Background: an optimization exercise with open tools, aiming at small area. Do not read the settings as production practice. Where RTL was checked, it was by simulation tests only, not by an equivalence proof against the original. Power and IR drop assume default switching activity.

pepper:
==> flow/design.v <==
module dynamic_display_top(
	input wire sys_clk,
	input wire sys_rst_n,
	input wire stop,
	output wire stcp,
	output wire shcp,
	output reg  ds,
	output wire oe
);
assign oe = ~sys_rst_n;
reg       stop_deb, run_n;
reg [3:0] deb_cnt;
reg [3:0] pre;
wire deb_hit = (stop != stop_deb) && (deb_cnt == 4'd15);
always @(posedge sys_clk or negedge sys_rst_n)
	if (!sys_rst_n) begin
		stop_deb <= 1'b1;
		deb_cnt  <= 4'd0;
	end else begin
		if (stop != stop_deb)
			deb_cnt <= deb_cnt + 1'b1;
		else
			deb_cnt <= 4'd0;
		if (deb_hit)
			stop_deb <= stop;
	end
always @(posedge sys_clk or negedge sys_rst_n)
	if (!sys_rst_n)
		run_n <= 1'b1;
	else if (deb_hit && stop_deb)
		run_n <= ~run_n;
always @(posedge sys_clk or negedge sys_rst_n)
	if (!sys_rst_n)
		pre <= 4'd1;
	else if (run_n)
		pre <= pre + 1'b1;
wire cnt_flag = (pre == 4'd14);
reg [3:0] d0, d1, d2, d3, d4, d5;
wire c0 = cnt_flag;
wire c1 = c0 & (d0 == 4'd9);
wire c2 = c1 & (d1 == 4'd9);
wire c3 = c2 & (d2 == 4'd9);
wire c4 = c3 & (d3 == 4'd9);
wire c5 = c4 & (d4 == 4'd9);
always @(posedge sys_clk or negedge sys_rst_n)
	if (!sys_rst_n) begin
		d0 <= 4'd0; d1 <= 4'd0; d2 <= 4'd0;
		d3 <= 4'd0; d4 <= 4'd0; d5 <= 4'd0;
	end else begin
		if (c0) d0 <= (d0 == 4'd9) ? 4'd0 : d0 + 1'b1;
		if (c1) d1 <= (d1 == 4'd9) ? 4'd0 : d1 + 1'b1;
		if (c2) d2 <= (d2 == 4'd9) ? 4'd0 : d2 + 1'b1;
		if (c3) d3 <= (d3 == 4'd9) ? 4'd0 : d3 + 1'b1;
		if (c4) d4 <= (d4 == 4'd9) ? 4'd0 : d4 + 1'b1;
		if (c5) d5 <= (d5 == 4'd9) ? 4'd0 : d5 + 1'b1;
	end
reg [5:0] ph;
reg [2:0] idx;
reg [2:0] c7;
reg [3:0] cvt;
wire step4 = (ph[1:0] == 2'd3);
wire step64 = (ph == 6'd63);
always @(posedge sys_clk or negedge sys_rst_n)
	if (!sys_rst_n) begin
		ph   <= 6'd63;
		idx  <= 3'd6;
		c7   <= 3'd0;
		cvt  <= 4'd10;
	end else begin
		ph <= ph + 1'b1;
		if (step64)
			idx <= (idx == 3'd5) ? 3'd0 : idx + 1'b1;
		if (ph[2:0] == 3'd3)
			c7 <= (c7 == 3'd6) ? 3'd0 : c7 + 1'b1;
		if (step4)
			cvt <= (cvt == 4'd10) ? 4'd0 : cvt + 1'b1;
	end
wire started = (idx != 3'd6);
wire snap   = (cvt == 4'd10) && (ph[1:0] == 2'd2);
wire near   = (ph[5:4] == 2'd0);      
wire [2:0] nidx = idx + 3'd1 + {2'd0, ph[5]};
reg  [2:0] sidx;
always @*
	case (nidx)
		3'd7: sidx = 3'd1;
		3'd6: sidx = 3'd0;
		default: sidx = nidx;
	endcase
reg [3:0] sdig;
always @*
	case (sidx)
		3'd0: sdig = d0;
		3'd1: sdig = d1;
		3'd2: sdig = d2;
		3'd3: sdig = (d3 != 4'd0 || d4 != 4'd0 || d5 != 4'd0) ? d3 : 4'd11;
		3'd4: sdig = (d4 != 4'd0 || d5 != 4'd0) ? d4 : 4'd11;
		default: sdig = (d5 != 4'd0) ? d5 : 4'd11;
	endcase
reg [3:0] qa, qb, disp;
always @(posedge sys_clk)
	if (snap && !near)
		qa <= sdig;
always @(posedge sys_clk or negedge sys_rst_n)
	if (!sys_rst_n)
		qb <= 4'd0;
	else if (snap && near)
		qb <= sdig;
	else if (step64 && started)
		qb <= qa;
always @(posedge sys_clk or negedge sys_rst_n)
	if (!sys_rst_n)
		disp <= 4'd0;
	else if (step64)
		disp <= qb;
reg [7:0] seg;
always @*
	case (disp)
		4'd0 : seg = {1'b1,7'b100_0000};
		4'd1 : seg = {1'b1,7'b111_1001};
		4'd2 : seg = {1'b1,7'b010_0100};
		4'd3 : seg = {1'b1,7'b011_0000};
		4'd4 : seg = {1'b1,7'b001_1001};
		4'd5 : seg = {1'b1,7'b001_0010};
		4'd6 : seg = {1'b1,7'b000_0010};
		4'd7 : seg = {1'b1,7'b111_1000};
		4'd8 : seg = {1'b1,7'b000_0000};
		4'd9 : seg = {1'b1,7'b001_0000};
		default: seg = 8'b1111_1111;
	endcase
wire [2:0] bsel = {c7[1:0], ~ph[2]};
reg ds_n;
always @*
	if (c7 < 3'd3)
		ds_n = (idx == bsel);
	else if (c7 == 3'd3 && ph[2])
		ds_n = (idx != 3'd2);
	else
		case ({c7, ~ph[2]})
			4'd7:  ds_n = seg[6];
			4'd8:  ds_n = seg[5];
			4'd9:  ds_n = seg[4];
			4'd10: ds_n = seg[3];
			4'd11: ds_n = seg[2];
			4'd12: ds_n = seg[1];
			default: ds_n = seg[0];
		endcase
always @(posedge sys_clk or negedge sys_rst_n)
	if (!sys_rst_n)
		ds <= 1'b0;
	else if (step4)
		ds <= ds_n;
assign shcp = started & ph[1];
assign stcp = started & step4 & (c7 == 3'd0) & ph[2];
endmodule
Settings: LEC_CHECK=0, CAP_MARGIN=20, CORE_MARGIN=2, CORE_UTILIZATION=40, SLEW_MARGIN=20; clock period 10.0 ns.
standard.sh (not shown) runs the stock make flow with config.mk's settings and CLKGATE_MAP_FILE= SYNTH_SCRIPT=/design/flow/synth_recipe.tcl, a recipe that flattens the netlist after the stock synthesis.
==> flow/flow/run.sh <==
#!/bin/bash
# Layout flow: the standard flow (standard.sh), with two changes:
#  - synthesis maps with an area-oriented ABC script (flow/abc.script)
#    instead of ORFS's delay-oriented one, and without mapping adders to
#    half/full-adder cells first; everything else in synthesis,
#    including the registers it makes, is unchanged;
#  - clock tree synthesis without dummy loads and with small buffers.
# Each step's full output goes to its own log file in this folder.
set -euo pipefail
here=$(pwd)
rm -rf scripts_abc
cp -r "$FLOW_HOME/scripts" scripts_abc
cp flow/abc.script scripts_abc/abc_speed.script
cp flow/abc.script scripts_abc/abc_area.script
SCRIPTS_DIR="$here/scripts_abc" bash standard.sh ADDER_MAP_FILE= synth > synth.log 2>&1
CTS="-sink_clustering_enable -repair_clock_nets -dont_use_dummy_load"
if [[ -f flow/cts_args ]]; then CTS=$(cat flow/cts_args); fi
bash standard.sh "CTS_ARGS=$CTS" finish > layout.log 2>&1
==> flow/flow/abc.script <==
strash
&get -n
&deepsyn -T 60
&put
dch -f
amap
topo
==> flow/flow/cts_args <==
-repair_clock_nets -dont_use_dummy_load -buf_list sky130_fd_sc_hd__clkbuf_8 -root_buf sky130_fd_sc_hd__clkbuf_8
[inputs] indigo vs pepper
==> flow/flow/cts_args <==
-sink_clustering_enable -repair_clock_nets -dont_use_dummy_load -sink_clustering_size 100 -sink_clustering_max_diameter 1000 -buf_list sky130_fd_sc_hd__clkbuf_4 sky130_fd_sc_hd__clkbuf_8
Findings:
- For the initial core utilization, indigo came in 0.17 points higher than pepper did.
- From pepper to indigo the numbers moved as follows: number of instances in the placed design climbed 12, synthesized-area fraction occupied by and/or/nand/nor cells barely changed.
- Flow for indigo halted at 4_1_cts, error code STA-0564.
## Diff of input files: maple against indigo
==> flow/run.sh (new file) <==
#!/bin/bash
# synth_recipe.tcl (not shown) runs the flow's synth.tcl, then flattens the netlist and writes it again
# the make line also repeats each setting of config.mk as NAME=value (left out here)
make -C /OpenROAD-flow-scripts/flow DESIGN_CONFIG=/design/flow/config.mk WORK_HOME=/design/flow/orfs CLKGATE_MAP_FILE= SYNTH_SCRIPT=/design/flow/synth_recipe.tcl finish
removed: flow/flow/run.sh
removed: flow/flow/abc.script
removed: flow/flow/cts_args
removed: flow/standard.sh
[summary]
- maple completed end to end with timing, DRC and antenna clean.
- Synthesized cell count of maple exceeds that of indigo by more than 10%.
- Initial cell density of the core: indigo vs maple — no meaningful difference
- indigo has lower adder-cell share of the synthesized area than maple.
- Diff indigo -> maple: global placement routability congestion moved down; sequential area share after synthesis decreased 12 points; vertical extent of the die climbed 12%; number of nets in the synthesized netlist went up about 18%; flop and latch count out of synthesis essentially unchanged.
- The pre-CTS setup slack of maple exceeds that of indigo by 0.040 ns.
- HPWL reported at the end of detailed placement (maple / indigo): 1.11
- Cmp maple and indigo / total standard cell area after synthesis / higher: maple
--- input diff maple..tundra ---
==> flow/flow/run.sh (new file) <==
#!/bin/bash
# Layout flow: the standard flow (standard.sh), with two changes:
#  - synthesis maps with an area-oriented ABC script (flow/abc.script)
#    instead of ORFS's delay-oriented one, and without mapping adders to
#    half/full-adder cells first; everything else in synthesis,
#    including the registers it makes, is unchanged;
#  - clock tree synthesis without dummy loads and with small buffers.
# Each step's full output goes to its own log file in this folder.
set -euo pipefail
here=$(pwd)
rm -rf scripts_abc
cp -r "$FLOW_HOME/scripts" scripts_abc
cp flow/abc.script scripts_abc/abc_speed.script
cp flow/abc.script scripts_abc/abc_area.script
SCRIPTS_DIR="$here/scripts_abc" bash standard.sh ADDER_MAP_FILE= synth > synth.log 2>&1
CTS="-sink_clustering_enable -repair_clock_nets -dont_use_dummy_load"
if [[ -f flow/cts_args ]]; then CTS=$(cat flow/cts_args); fi
bash standard.sh "CTS_ARGS=$CTS" finish > layout.log 2>&1
==> flow/flow/abc.script (new file) <==
strash
&get -n
&deepsyn -T 60
&put
dch -f
amap
topo
==> flow/flow/cts_args (new file) <==
-sink_clustering_enable -repair_clock_nets -dont_use_dummy_load -sink_clustering_size 30 -sink_clustering_max_diameter 60 -buf_list sky130_fd_sc_hd__clkbuf_4 -root_buf sky130_fd_sc_hd__clkbuf_8
==> flow/standard.sh (new file) <==
#!/bin/bash
# synth_recipe.tcl (not shown) runs the flow's synth.tcl, then flattens the netlist and writes it again
# the make line also repeats each setting of config.mk as NAME=value (left out here)
make -C /OpenROAD-flow-scripts/flow DESIGN_CONFIG=/design/flow/config.mk WORK_HOME=/design/flow/orfs CLKGATE_MAP_FILE= SYNTH_SCRIPT=/design/flow/synth_recipe.tcl "${@:-finish}"
removed: flow/run.sh
Notes after the runs:
tundra has completed all stages; timing, DRC and antenna checks passed. tundra vs maple: net switching power figure down. Of tundra and maple, it is tundra that has the lower first-iteration DRC count. tundra vs maple, wire length went down by 16%. Cell count, tundra and maple, higher one = maple.
No functional check of the RTL was part of any run of this note.

========
RTL: the design.v shown in full above, as it stands there.
==> flow/config.mk <==
export PLATFORM = sky130hd
export DESIGN_NAME = dynamic_display_top
export DESIGN_NICKNAME = dynamic_display_top
export VERILOG_FILES = /design/flow/design.v
export SDC_FILE = /design/flow/constraint.sdc
export NUM_CORES = 4
export LEC_CHECK = 0
export CAP_MARGIN = 20
export CORE_MARGIN = 2
export CORE_UTILIZATION = 40
export SLEW_MARGIN = 20
==> flow/constraint.sdc <==
create_clock -name core_clock -period 10.0 [get_ports {sys_clk}]
set_input_delay 2.0000 -clock core_clock [delete_from_list [all_inputs] [get_ports {sys_clk}]]
set_output_delay 2.0000 -clock core_clock [all_outputs]
set_load 0.01 [all_outputs]
==> flow/flow/run.sh <==
#!/bin/bash
# Layout flow: the standard flow (standard.sh), with two changes:
#  - synthesis maps with an area-oriented ABC script (flow/abc.script)
#    instead of ORFS's delay-oriented one; everything else in synthesis,
#    including the registers it makes, is unchanged;
#  - clock tree synthesis without dummy loads and with small buffers.
# Each step's full output goes to its own log file in this folder.
set -euo pipefail
here=$(pwd)
rm -rf scripts_abc
cp -r "$FLOW_HOME/scripts" scripts_abc
cp flow/abc.script scripts_abc/abc_speed.script
cp flow/abc.script scripts_abc/abc_area.script
SCRIPTS_DIR="$here/scripts_abc" bash standard.sh synth > synth.log 2>&1
CTS="-sink_clustering_enable -repair_clock_nets -dont_use_dummy_load"
if [[ -f flow/cts_args ]]; then CTS=$(cat flow/cts_args); fi
bash standard.sh "CTS_ARGS=$CTS" finish > layout.log 2>&1
==> flow/flow/abc.script <==
strash
dc2
dch -f
amap
topo
The baseline passed the timing, design-rule and antenna checks.
Then changed:
--- a/flow/flow/run.sh
+++ b/flow/flow/run.sh
@@ -4 +4,2 @@
-#    instead of ORFS's delay-oriented one; everything else in synthesis,
+#    instead of ORFS's delay-oriented one, and without mapping adders to
+#    half/full-adder cells first; everything else in synthesis,
@@ -14 +15 @@
-SCRIPTS_DIR="$here/scripts_abc" bash standard.sh synth > synth.log 2>&1
+SCRIPTS_DIR="$here/scripts_abc" bash standard.sh ADDER_MAP_FILE= synth > synth.log 2>&1
==> flow/flow/abc.script (replaced) <==
strash
&get -n
&deepsyn -T 60
&put
dch -f
amap
topo
==> flow/flow/cts_args (new file) <==
-sink_clustering_enable -repair_clock_nets -dont_use_dummy_load -sink_clustering_size 100 -sink_clustering_max_diameter 1000 -buf_list sky130_fd_sc_hd__clkbuf_4
Result: The changed run completed with no timing, DRC or antenna violations; design area shrinks by 11%; first-iteration DRC count falls by about 33%; routed wire length is lower by 9.6%; clock-buffer cell count stays the same; power drops by 11%; via count drops by about 13%; setup slack hardly moves; maximum frequency hardly moves; non-clock buffer count does not change; area after synthesis decreases by 11%; synthesized cell count is lower by 14%.
No functional check of the RTL was part of any run of this note.

========
Setup of old:
dynamic_display_top, a different RTL version from the one above (not shown whole).
Size in the first run: ~330 cells after synthesis, ~2900 um2 of cells after synthesis.
export LEC_CHECK = 0
export CAP_MARGIN = 20
export CORE_MARGIN = 2
export CORE_UTILIZATION = 40
export SLEW_MARGIN = 20
create_clock -name core_clock -period 10.0 [get_ports {sys_clk}]
==> flow/flow/run.sh <==
#!/bin/bash
# Layout flow: the standard flow (standard.sh), with two changes:
#  - synthesis maps with an area-oriented ABC script (flow/abc.script)
#    instead of ORFS's delay-oriented one, and without mapping adders to
#    half/full-adder cells first; everything else in synthesis,
#    including the registers it makes, is unchanged;
#  - clock tree synthesis without dummy loads and with small buffers.
# Each step's full output goes to its own log file in this folder.
set -euo pipefail
here=$(pwd)
rm -rf scripts_abc
cp -r "$FLOW_HOME/scripts" scripts_abc
cp flow/abc.script scripts_abc/abc_speed.script
cp flow/abc.script scripts_abc/abc_area.script
SCRIPTS_DIR="$here/scripts_abc" bash standard.sh ADDER_MAP_FILE= synth > synth.log 2>&1
CTS="-sink_clustering_enable -repair_clock_nets -dont_use_dummy_load"
if [[ -f flow/cts_args ]]; then CTS=$(cat flow/cts_args); fi
bash standard.sh "CTS_ARGS=$CTS" finish > layout.log 2>&1
==> flow/flow/abc.script <==
strash
&get -n
&deepsyn -T 60
&put
dch -f
amap
topo
==> flow/flow/cts_args <==
-sink_clustering_enable -repair_clock_nets -dont_use_dummy_load -buf_list sky130_fd_sc_hd__clkbuf_4
Both conditions hold for old: the flow ran to the end and the final layout passed the timing, design-rule and antenna checks.
Input changes introduced in new (baseline for comparison: old):
-- flow/flow/run.sh --
<<< old, line 17
if [[ -f flow/cts_args ]]; then CTS=$(cat flow/cts_args); fi
bash standard.sh "CTS_ARGS=$CTS" finish > layout.log 2>&1
>>> new, line 17
if [[ -f flow/cts_args ]]; then CTS=$(cat flow/cts_args); fi
bash standard.sh "CTS_ARGS=$CTS" "BUFFER_PORTS_ARGS=-buffer_cell sky130_fd_sc_hd__buf_1" finish > layout.log 2>&1
==> run notes <==
Clock-cell share of area delta (new -> old): insignificant. new — net switching power figure about 2% higher, old as reference. new: maximum cell stage delay along the critical path is 0.03 ns higher than what old reported. Compared to old, new reaches a higher achievable clock. As far as first-pass GRT wire length is concerned, new and old perform about the same. Between new and old, setup slack is higher for new, old comes in under that. Sort new and old by share of the clock period used by the worst path after layout, ascending, and new comes first. Against old, new comes in 0.012 nW lower on cell leakage power.

========
## before
Another version of the RTL of dynamic_display_top (not shown whole).
For scale: about 370 cells after synthesis, roughly 66 flip-flops, roughly 7 I/O pins, ~3700 µm² of cells after synthesis.
make LEC_CHECK=0 CAP_MARGIN=20 CORE_MARGIN=2 CORE_UTILIZATION=40 SLEW_MARGIN=20 finish   # period 10.0 ns
run.sh (not shown) runs the stock make flow with config.mk's settings and CLKGATE_MAP_FILE= SYNTH_SCRIPT=/design/flow/synth_recipe.tcl, a recipe that flattens the netlist after the stock synthesis.
Stock flow here: none of the scripts above is used.
before was carried through to the last stage, and its layout satisfied the timing, design-rule and antenna checks.
Input changes introduced in after (baseline for comparison: before):
- CTS_CLUSTER_SIZE newly set to 100
- CTS_CLUSTER_DIAMETER newly set to 500
- CTS_BUF_LIST newly set to sky130_fd_sc_hd__clkbuf_4
Results
after ended with every stage complete and zero timing, DRC or antenna violations.
Delta (after minus before): die area essentially unchanged, clock network power consumption decreased about 24%, worst setup slack decreased 4.6 ps, number of fill cells in the layout increased 12.
Re flip-flop and latch count: no difference whatsoever between before and after.
Relative to before, count of TritonRoute iterations in the first routing pass has increased by 2 in after.

static timing again, ports no longer ideal:
The flow's constraints put no driver on any port. The routed layouts listed below were extracted and timed again, unchanged, in two steps.
Step 1 sets driving cells, clkbuf_16 on the clock port and buf_2 on the other inputs (assumed; they add their load-dependent delay and slew).
Step 2, shift: input delay + t, output delay - t, t = (earliest + latest rising clock arrival at the registers) / 2. This alone moves slack from input paths to output paths.
Three values: no drivers, after step 1, after step 2; two values: the first two.
| run | t, ns | setup WS [ns] | hold slack, ns | slew at the worst register clock pin (ns) | worst data-port slew with drivers (ns) |
|---|---|---|---|---|---|
| pepper | 0.363 | 4.678 / 4.658 / 4.658 | 0.458 / 0.458 / 0.458 | 0.08 / 0.08 | 0.03 |
| maple | 0.370 | 4.721 / 4.699 / 4.699 | 0.474 / 0.474 / 0.474 | 0.09 / 0.09 | 0.03 |
| tundra | 0.357 | 4.678 / 4.657 / 4.657 | 0.451 / 0.451 / 0.451 | 0.07 / 0.07 | 0.03 |
| the first run of note 2 | 0.357 | 4.682 / 4.662 / 4.662 | 0.457 / 0.457 / 0.457 | 0.07 / 0.07 | 0.03 |
| the second run of note 2 | 0.422 | 4.684 / 4.664 / 4.664 | 0.457 / 0.457 / 0.457 | 0.12 / 0.12 | 0.03 |
| old | 0.412 | 4.673 / 4.651 / 4.651 | 0.469 / 0.469 / 0.469 | 0.10 / 0.10 | 0.03 |
| new | 0.412 | 5.024 / 5.000 / 5.000 | 0.463 / 0.463 / 0.463 | 0.11 / 0.11 | 0.03 |
| before | 0.365 | 4.703 / 4.681 / 4.681 | 0.388 / 0.388 / 0.388 | 0.07 / 0.07 | 0.03 |
| after | 0.432 | 4.698 / 4.677 / 4.677 | 0.393 / 0.393 / 0.393 | 0.11 / 0.11 | 0.03 |
After both steps every run listed still meets setup and hold. The setup slack of new, which loses most, moves by -0.024 ns with the drivers and by -0.024 ns with both steps.
